Source: an optimization exercise on an open RTL-to-GDS flow (aim: small area). Production flows keep margins and buffers that such runs may drop.
In this exercise RTL edits were held to simulation tests only and were not proved equivalent to the original.
Power is estimated from default activity; no workload was simulated.

===== flow/flow/run.sh =====
#!/bin/bash
# Layout: the standard ORFS flow (standard.sh, unchanged synthesis and
# steps), except that the input and output port buffers use the smallest
# buffer cell, sky130_fd_sc_hd__buf_1, clock tree synthesis inserts no dummy
# loads, and global routing downsizes gates off the critical paths
# (RECOVER_POWER). The make output goes to orfs_make.log; each ORFS step keeps
# its own log under orfs/logs/.
set -euo pipefail
bash standard.sh "BUFFER_PORTS_ARGS=-buffer_cell sky130_fd_sc_hd__buf_1" \
  "CTS_ARGS=-sink_clustering_enable -repair_clock_nets -buf_list sky130_fd_sc_hd__clkbuf_8 -dont_use_dummy_load" \
  "RECOVER_POWER=100" \
  finish > orfs_make.log 2>&1

===== flow/standard.sh =====
#!/bin/bash
# synth_recipe.tcl (not shown) runs the flow's synth.tcl, then flattens the netlist and writes it again
# the make line also repeats each setting of config.mk as NAME=value (left out here)
make -C /OpenROAD-flow-scripts/flow DESIGN_CONFIG=/design/flow/config.mk WORK_HOME=/design/flow/orfs CLKGATE_MAP_FILE= SYNTH_SCRIPT=/design/flow/synth_recipe.tcl "${@:-finish}"

===== flow/config.mk =====
export PLATFORM = sky130hd
export DESIGN_NAME = rgb2ycbcr
export DESIGN_NICKNAME = rgb2ycbcr
export VERILOG_FILES = /design/flow/design.v
export SDC_FILE = /design/flow/constraint.sdc
export NUM_CORES = 4
export LEC_CHECK = 0
export CAP_MARGIN = 20
export CORE_MARGIN = 2
export CORE_UTILIZATION = 80
export CTS_BUF_LIST = sky130_fd_sc_hd__clkbuf_8
export GPL_TIMING_DRIVEN = 0
export PLACE_DENSITY = 0.85
export SLEW_MARGIN = 20
export SYNTH_HIERARCHICAL = 1

===== flow/constraint.sdc =====
create_clock -name core_clock -period 5.0 [get_ports {clk}]
set_input_delay 1.0000 -clock core_clock [delete_from_list [all_inputs] [get_ports {clk}]]
set_output_delay 1.0000 -clock core_clock [all_outputs]
set_load 0.01 [all_outputs]

===== flow/design.v =====
module rgb2ycbcr
(
    input clk,
    input rst_n,
    input [7:0] R,
    input [7:0] G,
    input [7:0] B,
    output [7:0] Y,
    output [7:0] Cb,
    output [7:0] Cr
);
reg [7:0] R_ff, G_ff, B_ff;
reg [7:0] Y1_ff;
reg [8:0] D_ff, E_ff;
reg [23:0] s2, s3;
reg [2:0] ph;
wire y1;
an2 u_y1 (.a(G_ff[0]), .b(B_ff[0]), .y(y1));
wire y2, y3;
fa u_y2 (.a(R_ff[0]), .b(G_ff[1]), .c(B_ff[1]), .y(y2), .z(y3));
wire y4;
an2 u_y4 (.a(y1), .b(y2), .y(y4));
wire y5, y6;
fa u_y5 (.a(R_ff[1]), .b(G_ff[2]), .c(B_ff[2]), .y(y5), .z(y6));
wire y7;
mj3 u_y7 (.a(y3), .b(y5), .c(y4), .y(y7));
wire y8, y9;
fa u_y8 (.a(R_ff[2]), .b(G_ff[3]), .c(B_ff[0]), .y(y8), .z(y9));
wire y10, y11;
fa u_y10 (.a(B_ff[3]), .b(y6), .c(y8), .y(y10), .z(y11));
wire y12;
an2 u_y12 (.a(y7), .b(y10), .y(y12));
wire y13, y14;
fa u_y13 (.a(R_ff[3]), .b(G_ff[4]), .c(B_ff[0]), .y(y13), .z(y14));
wire y15, y16;
fa u_y15 (.a(B_ff[1]), .b(B_ff[4]), .c(y9), .y(y15), .z(y16));
wire y17, y18;
fa u_y17 (.a(y13), .b(y15), .c(y11), .y(y17), .z(y18));
wire y19;
an2 u_y19 (.a(y12), .b(y17), .y(y19));
wire y20, y21;
fa u_y20 (.a(R_ff[4]), .b(G_ff[5]), .c(B_ff[1]), .y(y20), .z(y21));
wire y22, y23;
fa u_y22 (.a(B_ff[2]), .b(B_ff[5]), .c(y14), .y(y22), .z(y23));
wire y24, y25;
fa u_y24 (.a(y20), .b(y16), .c(y22), .y(y24), .z(y25));
wire y26;
mj3 u_y26 (.a(y18), .b(y24), .c(y19), .y(y26));
wire y27, y28;
fa u_y27 (.a(R_ff[0]), .b(R_ff[5]), .c(G_ff[6]), .y(y27), .z(y28));
wire y29, y30;
fa u_y29 (.a(B_ff[2]), .b(B_ff[3]), .c(B_ff[6]), .y(y29), .z(y30));
wire y31, y32;
fa u_y31 (.a(y21), .b(y27), .c(y29), .y(y31), .z(y32));
wire y33, y34;
fa u_y33 (.a(y23), .b(y31), .c(y25), .y(y33), .z(y34));
wire y35;
an2 u_y35 (.a(y26), .b(y33), .y(y35));
wire y36;
xn2 u_y36 (.a(R_ff[1]), .b(R_ff[6]), .y(y36));
wire y37;
or2 u_y37 (.a(R_ff[1]), .b(R_ff[6]), .y(y37));
wire y38, y39;
fa u_y38 (.a(G_ff[0]), .b(G_ff[7]), .c(B_ff[3]), .y(y38), .z(y39));
wire y40, y41;
fa u_y40 (.a(B_ff[4]), .b(B_ff[7]), .c(y36), .y(y40), .z(y41));
wire y42, y43;
fa u_y42 (.a(y28), .b(y30), .c(y38), .y(y42), .z(y43));
wire y44, y45;
fa u_y44 (.a(y40), .b(y32), .c(y42), .y(y44), .z(y45));
wire y46;
mj3 u_y46 (.a(y44), .b(y34), .c(y35), .y(y46));
wire y47, y48;
fa u_y47 (.a(R_ff[2]), .b(R_ff[7]), .c(G_ff[1]), .y(y47), .z(y48));
wire y49, y50;
fa u_y49 (.a(B_ff[4]), .b(B_ff[5]), .c(y37), .y(y49), .z(y50));
wire y51, y52;
fa u_y51 (.a(y39), .b(y47), .c(y41), .y(y51), .z(y52));
wire y53, y54;
fa u_y53 (.a(y49), .b(y43), .c(y51), .y(y53), .z(y54));
wire y55, y56;
fa u_y55 (.a(y45), .b(y53), .c(y46), .y(y55), .z(y56));
wire y57, y58;
fa u_y57 (.a(R_ff[3]), .b(G_ff[2]), .c(B_ff[5]), .y(y57), .z(y58));
wire y59, y60;
fa u_y59 (.a(B_ff[6]), .b(y48), .c(y57), .y(y59), .z(y60));
wire y61, y62;
fa u_y61 (.a(y50), .b(y59), .c(y52), .y(y61), .z(y62));
wire y63, y64;
fa u_y63 (.a(y54), .b(y61), .c(y56), .y(y63), .z(y64));
wire y65, y66;
fa u_y65 (.a(R_ff[4]), .b(G_ff[3]), .c(B_ff[6]), .y(y65), .z(y66));
wire y67, y68;
fa u_y67 (.a(B_ff[7]), .b(y58), .c(y65), .y(y67), .z(y68));
wire y69, y70;
fa u_y69 (.a(y60), .b(y67), .c(y62), .y(y69), .z(y70));
wire y71, y72;
ha u_y71 (.a(y64), .b(y69), .y(y71), .z(y72));
wire y73, y74;
fa u_y73 (.a(R_ff[5]), .b(G_ff[4]), .c(B_ff[7]), .y(y73), .z(y74));
wire y75, y76;
fa u_y75 (.a(y66), .b(y73), .c(y68), .y(y75), .z(y76));
wire y77, y78;
fa u_y77 (.a(y75), .b(y70), .c(y72), .y(y77), .z(y78));
wire y79;
xn2 u_y79 (.a(R_ff[6]), .b(G_ff[5]), .y(y79));
wire y80;
or2 u_y80 (.a(R_ff[6]), .b(G_ff[5]), .y(y80));
wire y81, y82;
fa u_y81 (.a(y79), .b(y74), .c(y76), .y(y81), .z(y82));
wire y83, y84;
ha u_y83 (.a(y78), .b(y81), .y(y83), .z(y84));
wire y85, y86;
fa u_y85 (.a(R_ff[7]), .b(G_ff[6]), .c(y80), .y(y85), .z(y86));
wire y87, y88;
fa u_y87 (.a(y85), .b(y82), .c(y84), .y(y87), .z(y88));
wire y89, y90;
fa u_y89 (.a(G_ff[7]), .b(y86), .c(y88), .y(y89), .z(y90));
wire d91;
xn2 u_d91 (.a(B_ff[0]), .b(G_ff[0]), .y(d91));
wire d92;
nr2 u_d92 (.a(~B_ff[0]), .b(G_ff[0]), .y(d92));
wire d93, d94;
fa u_d93 (.a(B_ff[1]), .b(~G_ff[1]), .c(d92), .y(d93), .z(d94));
wire d95, d96;
fa u_d95 (.a(B_ff[2]), .b(~G_ff[2]), .c(d94), .y(d95), .z(d96));
wire d97, d98;
fa u_d97 (.a(B_ff[3]), .b(~G_ff[3]), .c(d96), .y(d97), .z(d98));
wire d99, d100;
fa u_d99 (.a(B_ff[4]), .b(~G_ff[4]), .c(d98), .y(d99), .z(d100));
wire d101, d102;
fa u_d101 (.a(B_ff[5]), .b(~G_ff[5]), .c(d100), .y(d101), .z(d102));
wire d103, d104;
fa u_d103 (.a(B_ff[6]), .b(~G_ff[6]), .c(d102), .y(d103), .z(d104));
wire d105, d106;
fa u_d105 (.a(B_ff[7]), .b(~G_ff[7]), .c(d104), .y(d105), .z(d106));
wire e107;
xn2 u_e107 (.a(R_ff[0]), .b(G_ff[0]), .y(e107));
wire e108;
nr2 u_e108 (.a(~R_ff[0]), .b(G_ff[0]), .y(e108));
wire e109, e110;
fa u_e109 (.a(R_ff[1]), .b(~G_ff[1]), .c(e108), .y(e109), .z(e110));
wire e111, e112;
fa u_e111 (.a(R_ff[2]), .b(~G_ff[2]), .c(e110), .y(e111), .z(e112));
wire e113, e114;
fa u_e113 (.a(R_ff[3]), .b(~G_ff[3]), .c(e112), .y(e113), .z(e114));
wire e115, e116;
fa u_e115 (.a(R_ff[4]), .b(~G_ff[4]), .c(e114), .y(e115), .z(e116));
wire e117, e118;
fa u_e117 (.a(R_ff[5]), .b(~G_ff[5]), .c(e116), .y(e117), .z(e118));
wire e119, e120;
fa u_e119 (.a(R_ff[6]), .b(~G_ff[6]), .c(e118), .y(e119), .z(e120));
wire e121, e122;
fa u_e121 (.a(R_ff[7]), .b(~G_ff[7]), .c(e120), .y(e121), .z(e122));
wire cb123;
or2 u_cb123 (.a(E_ff[0]), .b(E_ff[1]), .y(cb123));
wire cb124;
mj3 u_cb124 (.a(E_ff[1]), .b(E_ff[2]), .c(cb123), .y(cb124));
wire cb125;
xn2 u_cb125 (.a(D_ff[0]), .b(E_ff[2]), .y(cb125));
wire cb126;
or2 u_cb126 (.a(D_ff[0]), .b(E_ff[2]), .y(cb126));
wire cb127;
mj3 u_cb127 (.a(E_ff[3]), .b(cb125), .c(cb124), .y(cb127));
wire cb128;
xn2 u_cb128 (.a(D_ff[1]), .b(E_ff[0]), .y(cb128));
wire cb129;
or2 u_cb129 (.a(D_ff[1]), .b(E_ff[0]), .y(cb129));
wire cb130, cb131;
fa u_cb130 (.a(E_ff[3]), .b(E_ff[4]), .c(cb126), .y(cb130), .z(cb131));
wire cb132;
mj3 u_cb132 (.a(cb128), .b(cb130), .c(cb127), .y(cb132));
wire cb133, cb134;
fa u_cb133 (.a(D_ff[2]), .b(E_ff[1]), .c(E_ff[4]), .y(cb133), .z(cb134));
wire cb135, cb136;
fa u_cb135 (.a(E_ff[5]), .b(cb129), .c(cb133), .y(cb135), .z(cb136));
wire cb137;
mj3 u_cb137 (.a(cb131), .b(cb135), .c(cb132), .y(cb137));
wire cb138;
xr2 u_cb138 (.a(D_ff[0]), .b(D_ff[3]), .y(cb138));
wire cb139;
o2b u_cb139 (.a(D_ff[3]), .b(D_ff[0]), .y(cb139));
wire cb140, cb141;
fa u_cb140 (.a(E_ff[2]), .b(E_ff[5]), .c(E_ff[6]), .y(cb140), .z(cb141));
wire cb142, cb143;
fa u_cb142 (.a(cb138), .b(cb134), .c(cb140), .y(cb142), .z(cb143));
wire cb144;
mj3 u_cb144 (.a(cb136), .b(cb142), .c(cb137), .y(cb144));
wire cb145;
xr2 u_cb145 (.a(D_ff[1]), .b(D_ff[4]), .y(cb145));
wire cb146;
o2b u_cb146 (.a(D_ff[4]), .b(D_ff[1]), .y(cb146));
wire cb147, cb148;
fa u_cb147 (.a(E_ff[3]), .b(E_ff[6]), .c(E_ff[7]), .y(cb147), .z(cb148));
wire cb149, cb150;
fa u_cb149 (.a(cb139), .b(cb145), .c(cb141), .y(cb149), .z(cb150));
wire cb151, cb152;
fa u_cb151 (.a(cb147), .b(cb149), .c(cb143), .y(cb151), .z(cb152));
wire cb153, cb154;
ha u_cb153 (.a(cb144), .b(cb151), .y(cb153), .z(cb154));
wire cb155, cb156;
fa u_cb155 (.a(D_ff[5]), .b(E_ff[4]), .c(E_ff[7]), .y(cb155), .z(cb156));
wire cb157, cb158;
fa u_cb157 (.a(~D_ff[2]), .b(E_ff[8]), .c(cb146), .y(cb157), .z(cb158));
wire cb159, cb160;
fa u_cb159 (.a(cb148), .b(cb155), .c(cb157), .y(cb159), .z(cb160));
wire cb161, cb162;
fa u_cb161 (.a(cb150), .b(cb159), .c(cb152), .y(cb161), .z(cb162));
wire cb163, cb164;
ha u_cb163 (.a(cb154), .b(cb161), .y(cb163), .z(cb164));
wire cb165, cb166;
fa u_cb165 (.a(D_ff[6]), .b(E_ff[5]), .c(E_ff[8]), .y(cb165), .z(cb166));
wire cb167, cb168;
fa u_cb167 (.a(~D_ff[3]), .b(cb156), .c(cb165), .y(cb167), .z(cb168));
wire cb169, cb170;
fa u_cb169 (.a(cb158), .b(cb167), .c(cb160), .y(cb169), .z(cb170));
wire cb171, cb172;
fa u_cb171 (.a(cb169), .b(cb162), .c(cb164), .y(cb171), .z(cb172));
wire cb173, cb174;
fa u_cb173 (.a(D_ff[7]), .b(E_ff[6]), .c(D_ff[4]), .y(cb173), .z(cb174));
wire cb175, cb176;
fa u_cb175 (.a(cb166), .b(cb173), .c(cb168), .y(cb175), .z(cb176));
wire cb177, cb178;
fa u_cb177 (.a(cb175), .b(cb170), .c(cb172), .y(cb177), .z(cb178));
wire cb179, cb180;
fa u_cb179 (.a(~D_ff[5]), .b(D_ff[8]), .c(E_ff[7]), .y(cb179), .z(cb180));
wire cb181, cb182;
fa u_cb181 (.a(~D_ff[4]), .b(cb174), .c(cb179), .y(cb181), .z(cb182));
wire cb183, cb184;
fa u_cb183 (.a(cb181), .b(cb176), .c(cb178), .y(cb183), .z(cb184));
wire cb185, cb186;
fa u_cb185 (.a(~D_ff[6]), .b(E_ff[8]), .c(cb180), .y(cb185), .z(cb186));
wire cb187, cb188;
fa u_cb187 (.a(cb185), .b(cb182), .c(cb184), .y(cb187), .z(cb188));
wire cb189, cb190;
fa u_cb189 (.a(D_ff[7]), .b(cb186), .c(cb188), .y(cb189), .z(cb190));
wire cb191;
xn2 u_cb191 (.a(D_ff[8]), .b(D_ff[7]), .y(cb191));
wire cb192;
xn2 u_cb192 (.a(cb190), .b(cb191), .y(cb192));
wire cr193;
mj3 u_cr193 (.a(E_ff[0]), .b(D_ff[0]), .c(D_ff[3]), .y(cr193));
wire cr194;
xn2 u_cr194 (.a(E_ff[1]), .b(D_ff[1]), .y(cr194));
wire cr195;
or2 u_cr195 (.a(E_ff[1]), .b(D_ff[1]), .y(cr195));
wire cr196;
mj3 u_cr196 (.a(D_ff[4]), .b(cr194), .c(cr193), .y(cr196));
wire cr197, cr198;
fa u_cr197 (.a(E_ff[2]), .b(D_ff[2]), .c(D_ff[5]), .y(cr197), .z(cr198));
wire cr199;
mj3 u_cr199 (.a(cr195), .b(cr197), .c(cr196), .y(cr199));
wire cr200;
xr2 u_cr200 (.a(E_ff[0]), .b(E_ff[3]), .y(cr200));
wire cr201;
o2b u_cr201 (.a(E_ff[3]), .b(E_ff[0]), .y(cr201));
wire cr202, cr203;
fa u_cr202 (.a(D_ff[3]), .b(D_ff[6]), .c(cr200), .y(cr202), .z(cr203));
wire cr204;
mj3 u_cr204 (.a(cr198), .b(cr202), .c(cr199), .y(cr204));
wire cr205, cr206;
fa u_cr205 (.a(E_ff[4]), .b(D_ff[4]), .c(D_ff[7]), .y(cr205), .z(cr206));
wire cr207, cr208;
fa u_cr207 (.a(E_ff[1]), .b(cr201), .c(cr205), .y(cr207), .z(cr208));
wire cr209, cr210;
fa u_cr209 (.a(cr203), .b(cr207), .c(cr204), .y(cr209), .z(cr210));
wire cr211, cr212;
fa u_cr211 (.a(E_ff[5]), .b(D_ff[5]), .c(D_ff[8]), .y(cr211), .z(cr212));
wire cr213, cr214;
fa u_cr213 (.a(E_ff[2]), .b(E_ff[1]), .c(~cr206), .y(cr213), .z(cr214));
wire cr215, cr216;
fa u_cr215 (.a(cr211), .b(cr208), .c(~cr213), .y(cr215), .z(cr216));
wire cr217, cr218;
ha u_cr217 (.a(cr210), .b(cr215), .y(cr217), .z(cr218));
wire cr219, cr220;
fa u_cr219 (.a(E_ff[6]), .b(D_ff[6]), .c(E_ff[3]), .y(cr219), .z(cr220));
wire cr221, cr222;
fa u_cr221 (.a(cr212), .b(cr219), .c(~cr214), .y(cr221), .z(cr222));
wire cr223, cr224;
fa u_cr223 (.a(cr216), .b(cr221), .c(cr218), .y(cr223), .z(cr224));
wire cr225, cr226;
fa u_cr225 (.a(E_ff[7]), .b(D_ff[7]), .c(E_ff[4]), .y(cr225), .z(cr226));
wire cr227, cr228;
fa u_cr227 (.a(~E_ff[3]), .b(cr220), .c(cr225), .y(cr227), .z(cr228));
wire cr229, cr230;
fa u_cr229 (.a(cr227), .b(cr222), .c(cr224), .y(cr229), .z(cr230));
wire cr231, cr232;
fa u_cr231 (.a(E_ff[8]), .b(D_ff[8]), .c(E_ff[5]), .y(cr231), .z(cr232));
wire cr233, cr234;
fa u_cr233 (.a(~E_ff[4]), .b(cr226), .c(cr231), .y(cr233), .z(cr234));
wire cr235, cr236;
fa u_cr235 (.a(cr228), .b(cr233), .c(cr230), .y(cr235), .z(cr236));
wire cr237, cr238;
fa u_cr237 (.a(E_ff[6]), .b(E_ff[5]), .c(~cr232), .y(cr237), .z(cr238));
wire cr239, cr240;
fa u_cr239 (.a(cr234), .b(~cr237), .c(cr236), .y(cr239), .z(cr240));
wire cr241, cr242;
fa u_cr241 (.a(E_ff[7]), .b(~cr238), .c(cr240), .y(cr241), .z(cr242));
wire cr243;
xn2 u_cr243 (.a(E_ff[8]), .b(E_ff[7]), .y(cr243));
wire cr244;
xn2 u_cr244 (.a(cr242), .b(cr243), .y(cr244));
always @(posedge clk) begin
    R_ff <= R;
    G_ff <= G;
    B_ff <= B;
    Y1_ff <= {y90, y89, y87, y83, y77, y71, y63, y55};
    D_ff <= {d106, d105, d103, d101, d99, d97, d95, d93, d91};
    E_ff <= {e122, e121, e119, e117, e115, e113, e111, e109, e107};
    s2 <= {Y1_ff, {cb192, cb189, cb187, cb183, cb177, cb171, cb163, cb153}, {cr244, cr241, cr239, cr235, cr229, cr223, cr217, cr209}};
    s3 <= s2;
end
always @(posedge clk) begin
    ph[0] <= rst_n & ~ph[2];
    ph[1] <= rst_n & (ph[0] | ph[1]);
    ph[2] <= rst_n & ph[1];
end
wire on = ph[2] & ~ph[0];     
wire off = ~on;
wire blk = ph[1] & ph[0];     
an2 u_Y0 (.a(on), .b(s3[16]), .y(Y[0]));
an2 u_Y1 (.a(on), .b(s3[17]), .y(Y[1]));
an2 u_Y2 (.a(on), .b(s3[18]), .y(Y[2]));
an2 u_Y3 (.a(on), .b(s3[19]), .y(Y[3]));
ao1 u_Y4 (.a(on), .b(s3[20]), .c(blk), .y(Y[4]));
an2 u_Y5 (.a(on), .b(s3[21]), .y(Y[5]));
an2 u_Y6 (.a(on), .b(s3[22]), .y(Y[6]));
an2 u_Y7 (.a(on), .b(s3[23]), .y(Y[7]));
nr2 u_Cb0 (.a(off), .b(s3[8]), .y(Cb[0]));
nr2 u_Cb1 (.a(off), .b(s3[9]), .y(Cb[1]));
nr2 u_Cb2 (.a(off), .b(s3[10]), .y(Cb[2]));
nr2 u_Cb3 (.a(off), .b(s3[11]), .y(Cb[3]));
nr2 u_Cb4 (.a(off), .b(s3[12]), .y(Cb[4]));
nr2 u_Cb5 (.a(off), .b(s3[13]), .y(Cb[5]));
nr2 u_Cb6 (.a(off), .b(s3[14]), .y(Cb[6]));
ao1 u_Cb7 (.a(on), .b(s3[15]), .c(blk), .y(Cb[7]));
nr2 u_Cr0 (.a(off), .b(s3[0]), .y(Cr[0]));
nr2 u_Cr1 (.a(off), .b(s3[1]), .y(Cr[1]));
nr2 u_Cr2 (.a(off), .b(s3[2]), .y(Cr[2]));
nr2 u_Cr3 (.a(off), .b(s3[3]), .y(Cr[3]));
nr2 u_Cr4 (.a(off), .b(s3[4]), .y(Cr[4]));
nr2 u_Cr5 (.a(off), .b(s3[5]), .y(Cr[5]));
nr2 u_Cr6 (.a(off), .b(s3[6]), .y(Cr[6]));
ao1 u_Cr7 (.a(on), .b(s3[7]), .c(blk), .y(Cr[7]));
endmodule
module an2 (input a, input b, output y);
assign y = a & b;
endmodule
module ao1 (input a, input b, input c, output y);
assign y = (a & b) | c;
endmodule
module fa (input a, input b, input c, output y, output z);
assign y = a ^ b ^ c;
assign z = (a & b) | (a & c) | (b & c);
endmodule
module ha (input a, input b, output y, output z);
assign y = a ^ b;
assign z = a & b;
endmodule
module mj3 (input a, input b, input c, output y);
assign y = (a & b) | (a & c) | (b & c);
endmodule
module nr2 (input a, input b, output y);
assign y = ~(a | b);
endmodule
module o2b (input a, input b, output y);
assign y = a | ~b;
endmodule
module or2 (input a, input b, output y);
assign y = a | b;
endmodule
module xn2 (input a, input b, output y);
assign y = ~(a ^ b);
endmodule
module xr2 (input a, input b, output y);
assign y = a ^ b;
endmodule

==> impl_metrics.py, run 1 <==
metrics = {
    "run_status": {
        "status": "did not finish",
        "failing_step": "clock tree synthesis",
        "error": "[ERROR DPL-0033] detailed placement checks failed during check placement.",
    },
    "clock_network": {
        "ctsResizeCount": 19,
        "cts-root-buf": "clkbuf_8",
        "post_cts_buffers": 1,
        "cts_buffer_depth": 2,
        "cts_max_level": 3,
        "cts_buffers": 9,
        "cts_hold_buf": 0,
        "clock-sinks": 101,
    },
    "placed_design": {
        "dp_hpwl_um": 7080,
        "dp_slack_ns": -0.302,
        "placed_cells": 417,
        "gp_congestion": 0.923,
        "port-buffer-count": 49,
    },
    "synth": {
        "avgSynthCellArea_um2": 15.5,
        "ys_warn_count": 7,
        "synthDistinctLibCells": 15,
        "ys_ff_latch": 101,
        "synthCells": 296,
        "synth_fp_nets": 423,
        "synth_area_um2": 4600,
        "yosysSeqAreaShare_pct": 43.9,
    },
    "floorplan": {
        "die_h_um": 79.8,
        "initial_utilization_pct": 83.1,
        "die_w_um": 79.8,
        "ios": 50,
        "rows": 27,
    },
}
[modules after synthesis (local to each module, per instance)]
module	cell area, µm²	cells inside	flops+latches
an2	6.26	1	0
ao1	7.51	1	0
fa	20.0	1	0
ha	12.5	1	0
mj3	11.3	1	0
nr2	3.75	1	0
o2b	6.26	1	0
or2	6.26	1	0
rgb2ycbcr	2150	129	101
xn2	8.76	1	0
xr2	8.76	1	0
[cells by family after synthesis]
logic type,after synthesis,synth area share (%)
buffers and inverters,22,1.79
adders and majority gates,113,46.1
AOI/OAI and AO/OA,4,0.653
DFF,101,43.9
xor gates and xnor gates,14,2.66
and+or+nand+nor,42,4.89
[power by group through the flow]
stage                     Sequential (mW)  Clock (mW)  Combinational, mW
after floorplan                      1.24           0              0.846
after global placement               1.27           0               1.02
after detailed placement             1.29           0               1.21
[cell usage after synthesis (all sizes together)]
library cell	instances	share of area, %
xor2	3	0.57
ha	5	1.4
dfxtp	101	44
nor2	16	1.3
and2	14	1.9
a21o	3	0.49
nor2b	1	0.14
and2b	1	0.19
maj3	12	2.9
o21a	1	0.16
fa	96	42
inv	22	1.8
nand2b	4	0.54
xnor2	11	2.1
or2	6	0.82
[how the worst max path moves through the flow]
stage / from / to / slack (ns) / cells past startpoint
detailed placement: R_ff[1] / Y1_ff[6] / -0.30 / 14
global placement: B_ff[0] / Y1_ff[6] / -0.11 / 14
floorplan: R_ff[2] / Y1_ff[6] / 0.01 / 14
[through the flow]
| step | total power, mW | util [%] | instance area [µm²] |
|---|---|---|---|
| after floorplan | 2.08 | - | 4600 |
| after global placement | 2.29 | 88.0 | 4880 |
| after detailed placement | 2.51 | 88.0 | 4880 |
==> inputs of run 2 (changes only) <==
--- a/flow/config.mk
+++ b/flow/config.mk
@@ -7,9 +7,9 @@
 export LEC_CHECK = 0
 export CAP_MARGIN = 20
 export CORE_MARGIN = 2
-export CORE_UTILIZATION = 80
+export CORE_UTILIZATION = 75
 export CTS_BUF_LIST = sky130_fd_sc_hd__clkbuf_8
 export GPL_TIMING_DRIVEN = 0
-export PLACE_DENSITY = 0.85
+export PLACE_DENSITY = 0.82
 export SLEW_MARGIN = 20
 export SYNTH_HIERARCHICAL = 1
==> run 2 against run 1 <==
Compared with the run above: the run now finishes clean; synthesized cell count is the same; synthesized area unchanged.
==> impl_metrics.py, run 2 <==
metrics = {
    "synth": {
        "ys_warn_count": 7,
        "synth_area_um2": 4600,
        "synthCells": 296,
        "ys.flop_type": "dfxtp_1",
        "synth_edf_count": 0,
        "async_flop_share_pct": 0,
        "synth_most_common_cell": "dfxtp_1",
        "synth_fp_nets": 423,
        "yosysSeqAreaShare_pct": 43.9,
        "synthDistinctLibCells": 15,
        "synthTopCellsByArea": "dfxtp_1, fa_1, maj3_2, xnor2_1, and2_1",
        "yosys-top-cells-count": "dfxtp_1, fa_1, inv_1, nor2_1, and2_1",
        "synth_top_area_cell": "dfxtp_1",
        "synth_top_area_share_pct": 43.9,
        "ys_ff_latch": 101,
        "avgSynthCellArea_um2": 15.5,
    },
    "sta": {
        "finalHoldViolations": 0,
        "slew_headroom_pct": 62.3,
        "max_freq_mhz": 203,
        "tightest_slew_ns": 0.565,
        "setup_violations": 0,
        "hold_ws_ns": 0.305,
        "slew_violations": 0,
        "final.setup_skew_ns": 0.0282,
        "period_needed_ns": 4.94,
        "setup_tns_ns": 0,
        "finalCritPeriodShare_pct": 98.7,
    },
    "drt": {
        "drc": 0,
        "antenna_left": 0,
        "routed_wl_um": 7850,
        "drt-pass1-iter-count": 4,
        "wl_met3_um": 342,
        "drt-initial-drc-count": 72,
        "met1Wirelength_um": 2710,
        "wl_met2_um": 4420,
        "vias_per_cell": 5.34,
        "wl_per_cell_um": 18.2,
        "vias": 2302,
        "top_layer_used": "met4",
    },
    "setup_path": {
        "rrSetupSlack_ns": 0.06,
        "cp_common_cell": "fa_2",
        "r2r_end": "Y1_ff[6]",
        "rr_worst_depth": 14,
        "path_cells": "fa_2 > fa_1 > fa_1 > and2_4 > maj3_2 > and2_1 > maj3_2 > fa_2 > fa_2 > ha_2 > fa_2 > ha_2 > fa_2 > fa_1",
        "max_stage_delay_ns": 0.53,
        "cp.required_ns": 5.23,
        "worstSetupStartpointType": "flip-flop",
        "crit_path_top_delay_cell": "fa_1",
        "critPathBufInv": 0,
        "path_max_fanout": 2,
        "worstSetupEndpointType": "flip-flop",
        "arrival_ns": 5.17,
        "regToRegStartpoint": "G_ff[3]",
        "worstSetupPathType": "reg2reg",
        "crit_family": "adder cells",
    },
    "final_layout": {
        "mostFrequentLayoutCell": "dfxtp_1",
        "final_cell_mix": "dfxtp_1, fa_1, buf_1",
        "fin_cells": 431,
        "nFillCells": 281,
        "reg_top3": "s2: 24 flops, s3: 24 flops",
        "area_growth_pct": 9.95,
        "final_area_um2": 5060,
        "antenna_cells": 0,
        "nets": 485,
        "drive_above_1_share_pct": 11.0,
    },
    "clock_network": {
        "clk_latency_ns": 0.35,
        "cts_buffers": 9,
        "cts-root-buf": "clkbuf_8",
        "clock-sinks": 101,
        "cts.clk_slew.worst_paths_ns": 0.09,
        "cts_max_level": 3,
        "cts_buffer_depth": 2,
        "cts_tree": "done",
        "cts_hold_buf": 0,
    },
    "floorplan": {
        "initial_utilization_pct": 77.7,
        "core_area_um2": 5920,
        "die_w_um": 82.3,
        "die_h_um": 82.3,
        "ios": 50,
        "die_area_um2": 6780,
        "rows": 28,
    },
    "placed_design": {
        "port-buffer-count": 49,
        "gp_congestion": 0.939,
        "placed_cells": 420,
        "placed_area_um2": 4880,
        "dp_hpwl_um": 6100,
    },
    "power_and_ir_drop": {
        "ir_drop_uv": 371,
        "power_density_nw_per_um2": 556,
        "power_mw": 2.81,
        "p_leak_nw": 2.04,
    },
    "flow_run": {
        "cap_viol_max_count": 0,
    },
    "run_status": {
        "status": "no timing/DRC/antenna violations",
    },
    "global_routing": {
        "grt_max_degree": 16,
        "grt_pass1_vias": 2727,
        "grt_remaining_overflow": 0,
        "track_usage_pct": 27.5,
        "grt_first_pass_wirelength_um": 12600,
        "antenna_found_initial": 0,
    },
    "hold_path": {
        "min_to": "s3[10]",
        "hp-class": "reg2reg",
        "min_path_cells": 0,
        "hold_path_startpoint": "s2[10]",
    },
}
## run 2: cell counts after synthesis
Identical to the previous run, type by type.
## run 2: area by class of cell
type                       count  area (µm²)  share of cell area, %
sequential                   101        2040                   40.3
tap                           75        93.8                   1.85
multi-input combinational    173        2520                   49.8
timing repair buffer          51         199                   3.93
inverter                      22        82.6                   1.63
clock buffer                   9         124                   2.45
## run 2: kinds of logic (layout without fill, tap and decap cells)
group / after synthesis / after routing / share of synthesized area [%]
AND/OR/NAND/NOR: 42 / 42 / 4.89
AO/OA/AOI/OAI: 4 / 4 / 0.653
adder cells (fa/ha/maj): 113 / 113 / 46.1
XOR/XNOR: 14 / 14 / 2.66
buffers and inverters: 22 / 82 / 1.79
flip-flops: 101 / 101 / 43.9
## run 2: how the worst max path moves through the flow
stage	start	end	slack (ns)	cells after the start
after global routing	E_ff[1]	s2[15]	-0.006	14
after global placement	B_ff[0]	Y1_ff[6]	-0.11	14
final	G_ff[3]	Y1_ff[6]	0.06	14
after detailed placement	B_ff[0]	Y1_ff[6]	-0.25	14
after floorplan	R_ff[2]	Y1_ff[6]	0.01	14
after CTS	G_ff[3]	Y1_ff[6]	-0.003	14
## run 2: power by group
part,internal [mW],switching (mW),total [mW]
Combinational,0.591,0.582,1.17
Clock,0.162,0.221,0.382
Sequential,1.12,0.139,1.26
Total,1.87,0.942,2.81
## run 2: timing repair
action	4_1_cts	5_1_grt
gates resized for setup	14	6
pin swaps	7	1
endpoints found under the setup margin	2	3
buffers inserted	2	0
## run 2: stage by stage
stage / worst slack [ns] / utilization, %
floorplan: 0.00967 / -
global placement: -0.112 / 82.4
detailed placement: -0.252 / 82.4
CTS: -0.00273 / 85.3
global route: -0.00634 / 85.5
finish: 0.0636 / 85.5
## run 2: per-module statistics from Yosys, one instance, submodules excluded
module	cell area [µm²]	cells inside
an2	6.26	1
xn2	8.76	1
mj3	11.3	1
xr2	8.76	1
or2	6.26	1
ao1	7.51	1
nr2	3.75	1
rgb2ycbcr	2150	129
fa	20.0	1
ha	12.5	1
o2b	6.26	1
## run 2: metal layers
metal / vias to the layer above / global-route usage (%)
met5: - / 0
met4: 0 / 14.8
met3: 35 / 8.15
met2: 98 / 49.8
met1: 1158 / 28.3
li1: 1011 / -
==> inputs of run 3 (changes only) <==
--- a/flow/config.mk
+++ b/flow/config.mk
@@ -7,9 +7,9 @@
 export LEC_CHECK = 0
 export CAP_MARGIN = 20
 export CORE_MARGIN = 2
-export CORE_UTILIZATION = 75
+export CORE_UTILIZATION = 60
 export CTS_BUF_LIST = sky130_fd_sc_hd__clkbuf_8
 export GPL_TIMING_DRIVEN = 0
-export PLACE_DENSITY = 0.82
+export PLACE_DENSITY = 0.7
 export SLEW_MARGIN = 20
 export SYNTH_HIERARCHICAL = 1
==> run 3 against run 2 <==
Compared with the run above: sequential share of layout area shrank 0.42 points; first-iteration DRC count shrank 46%; sequential cell count is the same; die area grew 24%; clock skew shrank 0.0046 ns; combinational power is essentially flat; critical endpoint unchanged.
==> impl_metrics.py, run 3 <==
metrics = {
    "drt": {
        "drt-initial-drc-count": 39,
        "drt-pass1-iter-count": 4,
        "vias_per_cell": 4.65,
        "wl_per_cell_um": 13.8,
        "vias": 2110,
        "routed_wl_um": 6270,
        "drc": 0,
        "antenna_left": 0,
    },
    "clock_network": {
        "clock-sinks": 101,
        "cts.clk_slew.worst_paths_ns": 0.08,
        "cts_max_level": 3,
        "cts-root-buf": "clkbuf_8",
        "cts_buffer_depth": 2,
        "cts_hold_buf": 0,
        "clk_latency_ns": 0.35,
        "cts_tree": "done",
        "cts_buffers": 9,
    },
    "synth": {
        "synthTopCellsByArea": "dfxtp_1, fa_1, maj3_2, xnor2_1, and2_1",
        "ys_ff_latch": 101,
        "avgSynthCellArea_um2": 15.5,
        "synth_fp_nets": 423,
        "synthCells": 296,
        "yosys-top-cells-count": "dfxtp_1, fa_1, inv_1, nor2_1, and2_1",
        "async_flop_share_pct": 0,
        "ys_warn_count": 7,
        "synth_most_common_cell": "dfxtp_1",
        "synth_area_um2": 4600,
        "synth_edf_count": 0,
        "ys.flop_type": "dfxtp_1",
        "synth_top_area_share_pct": 43.9,
        "synth_top_area_cell": "dfxtp_1",
        "yosysSeqAreaShare_pct": 43.9,
        "synthDistinctLibCells": 15,
    },
    "power_and_ir_drop": {
        "ir_drop_uv": 253,
        "power.share.clock_pct": 13.7,
        "power_density_nw_per_um2": 544,
        "power.switching_uw": 907,
        "swShare_pct": 32.6,
        "comb_power_share_pct": 41.1,
        "p_leak_nw": 2.03,
        "p_seq_share_pct": 45.2,
        "power_mw": 2.78,
        "p_int_mw": 1.87,
    },
    "sta": {
        "finalCritPeriodShare_pct": 97.9,
        "slew_headroom_pct": 64.7,
        "slew_violations": 0,
        "final.setup_skew_ns": 0.0236,
        "period_needed_ns": 4.89,
        "worst_slack_ns": 0.106,
        "max_freq_mhz": 204,
        "finalHoldViolations": 0,
        "setup_violations": 0,
        "tightest_slew_ns": 0.529,
        "rsz0062_at_grt": "yes",
        "hold_ws_ns": 0.312,
        "setup_tns_ns": 0,
    },
    "setup_path": {
        "worstSetupEndpointType": "flip-flop",
        "worstSetupPathType": "reg2reg",
        "worstSetupStartpointType": "flip-flop",
        "arrival_ns": 5.10,
        "cp.required_ns": 5.21,
        "path_max_fanout": 2,
    },
    "floorplan": {
        "die_area_um2": 8390,
        "ios": 50,
        "core_area_um2": 7330,
        "die_w_um": 91.6,
        "rows": 31,
        "die_h_um": 91.6,
        "initial_utilization_pct": 62.8,
    },
    "global_routing": {
        "grt_first_pass_wirelength_um": 11000,
        "grt_pass1_vias": 2421,
        "grt_remaining_overflow": 0,
        "antenna_found_initial": 0,
        "track_usage_pct": 17.6,
        "grt_max_degree": 19,
    },
    "final_layout": {
        "nets": 484,
        "final_area_um2": 5100,
        "seqCellArea_um2": 2040,
        "nFillCells": 532,
        "fin_cells": 454,
        "drive_above_1_share_pct": 11.0,
        "mostFrequentLayoutCell": "dfxtp_1",
        "area_growth_pct": 10.9,
        "multi_input_area_um2": 2540,
        "reg_top3": "s2: 24 flops, s3: 24 flops",
        "antenna_cells": 0,
        "final_cell_mix": "dfxtp_1, fa_1, buf_1",
        "final_util_pct": 69.6,
    },
    "placed_design": {
        "placed_area_um2": 4910,
        "placed_cells": 444,
        "dp_slack_ns": -0.211,
        "dp_hpwl_um": 5250,
        "gp_congestion": 0.894,
        "port-buffer-count": 49,
    },
    "hold_path": {
        "hp-class": "reg2reg",
    },
    "flow_run": {
        "cap_viol_max_count": 0,
    },
    "run_status": {
        "status": "no timing/DRC/antenna violations",
    },
}
-- run 3: cell counts after synthesis --
Identical to the previous run, type by type.
-- run 3: cells by family (layout without fill, tap and decap cells) --
family                   after synthesis  after routing  share of synthesized area [%]
AO/OA/AOI/OAI                          4              4                          0.653
adder cells (fa/ha/maj)              113            113                           46.1
flip-flops                           101            101                           43.9
buffers and inverters                 22             81                           1.79
AND/OR/NAND/NOR                       42             42                           4.89
XOR/XNOR                              14             14                           2.66
-- run 3: worst max-delay path: stages, from the launching register on --
cell,delay [ns]
dfxtp_4,0.35
fa_2,0.38
fa_1,0.51
fa_1,0.42
and2_4,0.15
maj3_2,0.30
and2_4,0.15
maj3_2,0.32
fa_2,0.34
fa_2,0.36
ha_4,0.17
fa_2,0.36
ha_4,0.18
fa_2,0.33
fa_1,0.42
-- run 3: layout make-up --
cell class | instances | share of cell area, %
multi-input cells | 173 | 49.9
well taps | 99 | 2.43
repair buffers | 50 | 3.75
inverters | 22 | 1.62
clock buffers | 9 | 2.43
flip-flops and latches | 101 | 39.9
-- run 3: final timing paths --
path | cells after the start | from | slack [ns] | end
setup / recovery | 14 | R_ff[2] | 0.11 | Y1_ff[6]
hold / removal | 0 | s2[23] | 0.31 | s3[23]
setup reg to reg | 14 | R_ff[2] | 0.11 | Y1_ff[6]
hold reg to reg | 0 | s2[23] | 0.31 | s3[23]
-- run 3: timing repair --
item | CTS | global route
setup endpoints to repair | 2 | 2
gates resized for setup | 12 | 10
hold endpoints to repair | 0 | 0
setup buffers | 1 | 0
pin swaps | 1 | 1
-- run 3: metal layers --
metal  routed length, µm  GRT usage (%)  vias to the layer above
met2                3320           30.8                       49
met3                 214           3.98                       11
met5                   0              0                        -
met4                 121           7.20                        0
li1                    -              -                     1009
met1                2610           21.0                     1041
-- run 3: modules after synthesis, one instance, submodules excluded --
module	flip-flops and latches	area, µm²	cells inside	times used
rgb2ycbcr	101	2150	129	1
mj3	0	11.3	1	12
ha	0	12.5	1	5
xn2	0	8.76	1	11
ao1	0	7.51	1	3
an2	0	6.26	1	12
or2	0	6.26	1	6
xr2	0	8.76	1	3
fa	0	20.0	1	96
nr2	0	3.75	1	16
o2b	0	6.26	1	3
-- run 3: power by group through the flow --
| stage | combinational, mW | sequential (mW) | clock (mW) |
|---|---|---|---|
| after floorplan | 0.846 | 1.24 | 0 |
| after global placement | 1.05 | 1.27 | 0 |
| after detailed placement | 1.12 | 1.28 | 0 |
| after CTS | 1.15 | 1.26 | 0.399 |
| after global routing | 1.37 | 1.29 | 0.429 |
| final | 1.14 | 1.26 | 0.380 |
==> inputs of run 4 (changes only) <==
--- a/flow/config.mk
+++ b/flow/config.mk
@@ -7,9 +7,9 @@
 export LEC_CHECK = 0
 export CAP_MARGIN = 20
 export CORE_MARGIN = 2
-export CORE_UTILIZATION = 60
+export CORE_UTILIZATION = 70
 export CTS_BUF_LIST = sky130_fd_sc_hd__clkbuf_8
 export GPL_TIMING_DRIVEN = 0
-export PLACE_DENSITY = 0.7
+export PLACE_DENSITY = 0.8
 export SLEW_MARGIN = 20
 export SYNTH_HIERARCHICAL = 1
==> run 4 against run 3 <==
Compared with the run above: power shrank 1.5%; sequential cell count did not move; count of clock-buffer cells in the layout unchanged; via count is 4.2% higher; synthesized cell count is the same; final area shrank 1.2%; synthesized area unchanged; global-route usage grew 3.6 points; wire length is 6.3% higher.
==> impl_metrics.py, run 4 <==
metrics = {
    "run_status": {
        "status": "no timing/DRC/antenna violations",
    },
    "placed_design": {
        "dp_hpwl_um": 5330,
        "gp_congestion": 0.927,
        "port-buffer-count": 49,
        "placed_area_um2": 4880,
        "placed_cells": 422,
    },
    "synth": {
        "synthTopCellsByArea": "dfxtp_1, fa_1, maj3_2, xnor2_1, and2_1",
        "synth_edf_count": 0,
        "synth_top_area_cell": "dfxtp_1",
        "ys.flop_type": "dfxtp_1",
        "ys_ff_latch": 101,
        "async_flop_share_pct": 0,
        "yosysSeqAreaShare_pct": 43.9,
        "synthCells": 296,
        "ys_warn_count": 7,
        "synth_fp_nets": 423,
        "synth_most_common_cell": "dfxtp_1",
        "avgSynthCellArea_um2": 15.5,
        "synthDistinctLibCells": 15,
        "synth_area_um2": 4600,
        "yosys-top-cells-count": "dfxtp_1, fa_1, inv_1, nor2_1, and2_1",
        "synth_top_area_share_pct": 43.9,
    },
    "clock_network": {
        "cts_max_level": 3,
        "cts_hold_buf": 0,
        "cts_buffer_depth": 2,
        "cts_buffers": 9,
        "clk_latency_ns": 0.36,
        "cts_tree": "done",
        "clock-sinks": 101,
        "cts.clk_slew.worst_paths_ns": 0.09,
        "cts-root-buf": "clkbuf_8",
    },
    "global_routing": {
        "grt_first_pass_wirelength_um": 11200,
        "antenna_found_initial": 0,
        "track_usage_pct": 21.2,
        "grt_pass1_vias": 2480,
        "grt_remaining_overflow": 0,
        "grt_max_degree": 19,
    },
    "setup_path": {
        "cp.required_ns": 5.25,
        "worstSetupPathType": "reg2reg",
        "worstSetupEndpointType": "flip-flop",
        "rr_worst_depth": 14,
        "worstSetupStartpointType": "flip-flop",
        "path_max_fanout": 2,
        "arrival_ns": 5.20,
    },
    "final_layout": {
        "final_util_pct": 79.4,
        "fin_cells": 432,
        "area_growth_pct": 9.60,
        "antenna_cells": 0,
        "nets": 484,
        "final_area_um2": 5040,
        "mostFrequentLayoutCell": "dfxtp_1",
        "drive_above_1_share_pct": 9.58,
        "final_cell_mix": "dfxtp_1, fa_1, buf_1",
        "reg_top3": "s2: 24 flops, s3: 24 flops",
    },
    "sta": {
        "slew_headroom_pct": 64.5,
        "hold_ws_ns": 0.316,
        "setup_violations": 0,
        "finalCritPeriodShare_pct": 98.9,
        "slew_violations": 0,
        "rsz0062_at_grt": "yes",
        "period_needed_ns": 4.95,
        "final.setup_skew_ns": 0.0346,
        "max_freq_mhz": 202,
        "tightest_slew_ns": 0.531,
        "finalHoldViolations": 0,
    },
    "power_and_ir_drop": {
        "ir_drop_uv": 360,
        "power_density_nw_per_um2": 543,
        "p_leak_nw": 2.03,
        "power_mw": 2.74,
    },
    "hold_path": {
        "min_path_cells": 0,
        "hp-class": "reg2reg",
    },
    "floorplan": {
        "rows": 29,
        "core_area_um2": 6350,
        "ios": 50,
        "die_h_um": 85.1,
        "die_area_um2": 7240,
        "die_w_um": 85.1,
        "initial_utilization_pct": 72.5,
    },
    "drt": {
        "vias_per_cell": 5.09,
        "drc": 0,
        "wl_per_cell_um": 15.4,
        "routed_wl_um": 6670,
        "antenna_left": 0,
        "drt-pass1-iter-count": 4,
        "drt-initial-drc-count": 68,
        "vias": 2198,
    },
    "flow_run": {
        "cap_viol_max_count": 0,
    },
}
==> run 4: modules after synthesis (local to each module, per instance), a selection <==
| module | cells | copies in the design | cell area, µm² |
|---|---|---|---|
| nr2 | 1 | 16 | 3.75 |
| an2 | 1 | 12 | 6.26 |
| rgb2ycbcr | 129 | 1 | 2150 |
| or2 | 1 | 6 | 6.26 |
| ha | 1 | 5 | 12.5 |
| mj3 | 1 | 12 | 11.3 |
| fa | 1 | 96 | 20.0 |
| xn2 | 1 | 11 | 8.76 |
==> run 4: final timing paths <==
path            from  slack [ns]  endpoint
max          R_ff[2]        0.05  Y1_ff[6]
min            s2[0]        0.32     s3[0]
max reg2reg  R_ff[2]        0.05  Y1_ff[6]
min reg2reg    s2[0]        0.32     s3[0]
==> run 4: final cells by class <==
cell class                 count  area [µm²]
fill                         355        1310
tap                           77        96.3
clock buffer                   9         124
multi-input combinational    173        2510
timing repair buffer          50         191
sequential                   101        2040
inverter                      22        82.6
==> run 4: worst max-delay path, stage by stage (launching register included) <==
cell	delay, ns
dfxtp_4	0.36
fa_2	0.38
fa_1	0.51
fa_1	0.42
and2_1	0.16
maj3_2	0.30
and2_1	0.16
maj3_2	0.33
fa_2	0.36
fa_1	0.37
ha_2	0.19
fa_2	0.33
ha_2	0.20
fa_2	0.34
fa_1	0.43
==> run 4: what timing repair did <==
action / 4_1_cts / 5_1_grt
gates cloned: 0 / 0
pin swaps: 1 / 1
endpoints found under the setup margin: 2 / 3
gates resized for setup: 10 / 5
buffers inserted: 1 / 0
==> run 4: layer usage <==
metal | global-route usage (%) | wire (µm) | vias to the layer above
met5 | 0 | 0 | -
met4 | 8.95 | 175 | 0
met3 | 6.03 | 297 | 16
met2 | 37.6 | 3590 | 66
met1 | 24.1 | 2600 | 1109
li1 | - | - | 1007
==> run 4: where the power goes <==
part           switching (mW)  leakage, nW  internal, mW
Combinational           0.531         1.12         0.559
Clock                   0.230       0.0647         0.162
Sequential              0.136        0.853          1.12
Total                   0.897         2.03          1.84
==> run 4: cell families (layout without fill, tap and decap cells) <==
family          Yosys count  in the layout  share of synthesized area [%]
flops                   101            101                           43.9
buf+inv                  22             81                           1.79
fa+ha+maj               113            113                           46.1
xor+xnor                 14             14                           2.66
simple gates             42             42                           4.89
compound gates            4              4                          0.653
==> run 4: through the flow <==
stage,setup WS [ns],TNS [ns]
2_1_floorplan,0.00967,0
3_3_place_gp,-0.149,-0.222
3_5_place_dp,-0.161,-0.264
4_1_cts,0.0235,0
5_1_grt,-0.0537,-0.0537
6_report,0.0528,0
==> inputs of run 5 (changes only) <==
==> flow/run.sh (new file) <==
#!/bin/bash
# synth_recipe.tcl (not shown) runs the flow's synth.tcl, then flattens the netlist and writes it again
# the make line also repeats each setting of config.mk as NAME=value (left out here)
make -C /OpenROAD-flow-scripts/flow DESIGN_CONFIG=/design/flow/config.mk WORK_HOME=/design/flow/orfs CLKGATE_MAP_FILE= SYNTH_SCRIPT=/design/flow/synth_recipe.tcl finish
removed: flow/flow/run.sh
removed: flow/standard.sh
==> run 5 against run 4 <==
Compared with the run above: now fails the layout checks on negative setup slack; final cell count is 1.6% higher; non-clock buffer count stayed put; global-route usage is 2.7 points higher; via count is 4.5% higher; sequential cell count stayed put; worst hold slack better by 0.0086 ns; final area is 8.2% higher; critical path type unchanged; critical endpoint unchanged.
==> impl_metrics.py, run 5 <==
metrics = {
    "setup_path": {
        "arrival_ns": 5.26,
        "path_max_fanout": 2,
        "worstSetupEndpointType": "flip-flop",
        "rr_worst_depth": 14,
        "cp.required_ns": 5.25,
        "max_stage_delay_ns": 0.54,
        "crit_cells": 14,
        "crit_family": "adder cells",
        "worstSetupStartpointType": "flip-flop",
        "worstSetupPathType": "reg2reg",
        "cp_common_cell": "fa_2",
        "path_cells": "fa_2 > fa_1 > fa_1 > and2_4 > maj3_2 > and2_4 > maj3_2 > fa_2 > fa_2 > ha_4 > fa_2 > ha_4 > fa_2 > fa_1",
        "crit_path_top_delay_cell": "fa_1",
        "critPathBufInv": 0,
    },
    "sta": {
        "hold_ws_ns": 0.325,
        "setup_violations": 1,
        "max_freq_mhz": 199,
        "tightest_slew_ns": 0.518,
        "worst_slack_ns": -0.0171,
        "finalHoldViolations": 0,
        "setup_tns_ns": -0.0171,
        "slew_headroom_pct": 65.4,
        "rsz0062_at_grt": "yes",
        "slew_violations": 0,
        "finalCritPeriodShare_pct": 100,
        "final.setup_skew_ns": 0.0108,
        "period_needed_ns": 5.02,
    },
    "global_routing": {
        "antenna_found_initial": 0,
        "grt_first_pass_wirelength_um": 12500,
        "track_usage_pct": 23.9,
        "grt_max_degree": 18,
        "grt_pass1_vias": 2665,
        "grt_remaining_overflow": 0,
    },
    "floorplan": {
        "rows": 29,
        "die_h_um": 85.1,
        "core_area_um2": 6350,
        "ios": 50,
        "die_area_um2": 7240,
        "die_w_um": 85.1,
        "initial_utilization_pct": 72.5,
    },
    "drt": {
        "antenna_left": 0,
        "drt-initial-drc-count": 40,
        "routed_wl_um": 7900,
        "drc": 0,
        "wl_per_cell_um": 18.0,
        "vias_per_cell": 5.23,
        "vias": 2298,
        "drt-pass1-iter-count": 4,
    },
    "final_layout": {
        "nets": 484,
        "mostFrequentLayoutCell": "dfxtp_1",
        "fin_cells": 439,
        "antenna_cells": 0,
        "final_area_um2": 5460,
        "area_growth_pct": 18.6,
        "final_cell_mix": "dfxtp_1, fa_1, clkdlybuf4s50_1",
        "reg_top3": "s2: 24 flops, s3: 24 flops",
        "drive_above_1_share_pct": 12.7,
        "final_util_pct": 86.0,
    },
    "synth": {
        "synth_fp_nets": 423,
        "async_flop_share_pct": 0,
        "ys_ff_latch": 101,
        "synth_edf_count": 0,
        "synth_area_um2": 4600,
        "ys.flop_type": "dfxtp_1",
        "synthTopCellsByArea": "dfxtp_1, fa_1, maj3_2, xnor2_1, and2_1",
        "synth_most_common_cell": "dfxtp_1",
        "synth_top_area_share_pct": 43.9,
        "avgSynthCellArea_um2": 15.5,
        "yosys-top-cells-count": "dfxtp_1, fa_1, inv_1, nor2_1, and2_1",
        "ys_warn_count": 7,
        "synthCells": 296,
        "synthDistinctLibCells": 15,
        "yosysSeqAreaShare_pct": 43.9,
        "synth_top_area_cell": "dfxtp_1",
    },
    "clock_network": {
        "cts.clk_slew.worst_paths_ns": 0.09,
        "cts_tree": "done",
        "cts_max_level": 3,
        "cts_hold_buf": 0,
        "clk_latency_ns": 0.37,
        "cts-root-buf": "clkbuf_8",
        "cts_buffer_depth": 2,
        "cts_buffers": 9,
        "clock-sinks": 101,
    },
    "placed_design": {
        "dp_hpwl_um": 5920,
        "gp_congestion": 0.927,
        "placed_cells": 422,
        "port-buffer-count": 49,
        "dp_slack_ns": -0.300,
        "placed_area_um2": 5190,
    },
    "hold_path": {
        "min_path_cells": 0,
        "hp-class": "reg2reg",
    },
    "run_status": {
        "status": "failed layout checks",
        "check.faults": "negative setup slack",
    },
    "power_and_ir_drop": {
        "p_leak_nw": 2.19,
        "power_density_nw_per_um2": 540,
        "power_mw": 2.95,
        "ir_drop_uv": 409,
    },
    "flow_run": {
        "cap_viol_max_count": 0,
    },
}
run 5: cell counts after synthesis:
Identical to the previous run, type by type.
run 5: path summary, 6_finish.rpt:
kind / startpoint / endpoint / slack [ns]
setup / recovery: R_ff[2] / Y1_ff[6] / -0.02
hold / removal: s2[20] / s3[20] / 0.32
setup reg to reg: R_ff[2] / Y1_ff[6] / -0.02
hold reg to reg: s2[20] / s3[20] / 0.32
run 5: what timing repair did:
action                     in CTS  in global routing
pin swaps                       2                  1
buffers inserted                1                  0
resized for setup              14                  7
setup endpoints to repair       2                  3
run 5: modules after synthesis, one instance, submodules excluded, excerpt:
module / flip-flops and latches / times used / cell area [µm²] / cells inside
ha: 0 / 5 / 12.5 / 1
nr2: 0 / 16 / 3.75 / 1
o2b: 0 / 3 / 6.26 / 1
rgb2ycbcr: 101 / 1 / 2150 / 129
xn2: 0 / 11 / 8.76 / 1
xr2: 0 / 3 / 8.76 / 1
run 5: layout make-up:
cell class,instances,area (µm²)
inverter,22,82.6
clock buffer,9,124
fill,293,891
clock inverter,7,76.3
sequential,101,2040
tap,77,96.3
multi-input combinational,173,2540
timing repair buffer,50,498
run 5: cell families after synthesis:
kind of cell	count (synthesis)	synth area share [%]
adders and majority gates	113	46.1
DFF	101	43.9
buffers and inverters	22	1.79
and+or+nand+nor	42	4.89
AOI/OAI and AO/OA	4	0.653
xor gates and xnor gates	14	2.66
run 5: power by group:
group / internal, mW / switching (mW) / total (mW) / leakage (nW)
clock: 0.233 / 0.271 / 0.504 / 0.0948
sequential: 1.12 / 0.141 / 1.26 / 0.853
combinational: 0.625 / 0.561 / 1.19 / 1.25
total: 1.98 / 0.972 / 2.95 / 2.19
run 5: per-layer routing:
| layer | track usage, % | part of all wire (%) |
|---|---|---|
| met4 | 9.38 | 3.2 |
| met5 | 0 | 0 |
| met3 | 6.23 | 4.3 |
| met2 | 44.1 | 57 |
| met1 | 26.0 | 36 |

-- static timing again, ports no longer ideal --
Ports are ideal in the flow. The routed layouts listed here were re-timed in OpenROAD.
Step 1 (the two cells are an assumption about what drives the block):
set clk [get_ports {clk}]
set_driving_cell -lib_cell sky130_fd_sc_hd__clkbuf_16 $clk
set_driving_cell -lib_cell sky130_fd_sc_hd__buf_2 [delete_from_list [all_inputs] $clk]
Step 2 times the ports against the registers' clock, not the clock port: input delays grow and output delays shrink by t, the midpoint of the rising clock arrivals with the driver on.
Slacks: no drivers / after step 1 / after step 2; pairs: no drivers / after step 1.
| run | t, ns | setup WS [ns] | clock arrival spread, ns | cell pins on the clock port's net |
|---|---|---|---|---|
| run 2 | 0.362 | 0.064 / 0.064 / 0.064 | 0.028 / 0.028 | 1 |
| run 3 | 0.369 | 0.106 / 0.106 / 0.106 | 0.028 / 0.028 | 1 |
| run 4 | 0.375 | 0.053 / 0.053 / 0.053 | 0.036 / 0.036 | 1 |
| run 5 | 0.391 | -0.017 / -0.017 / -0.017 | 0.011 / 0.010 | 1 |
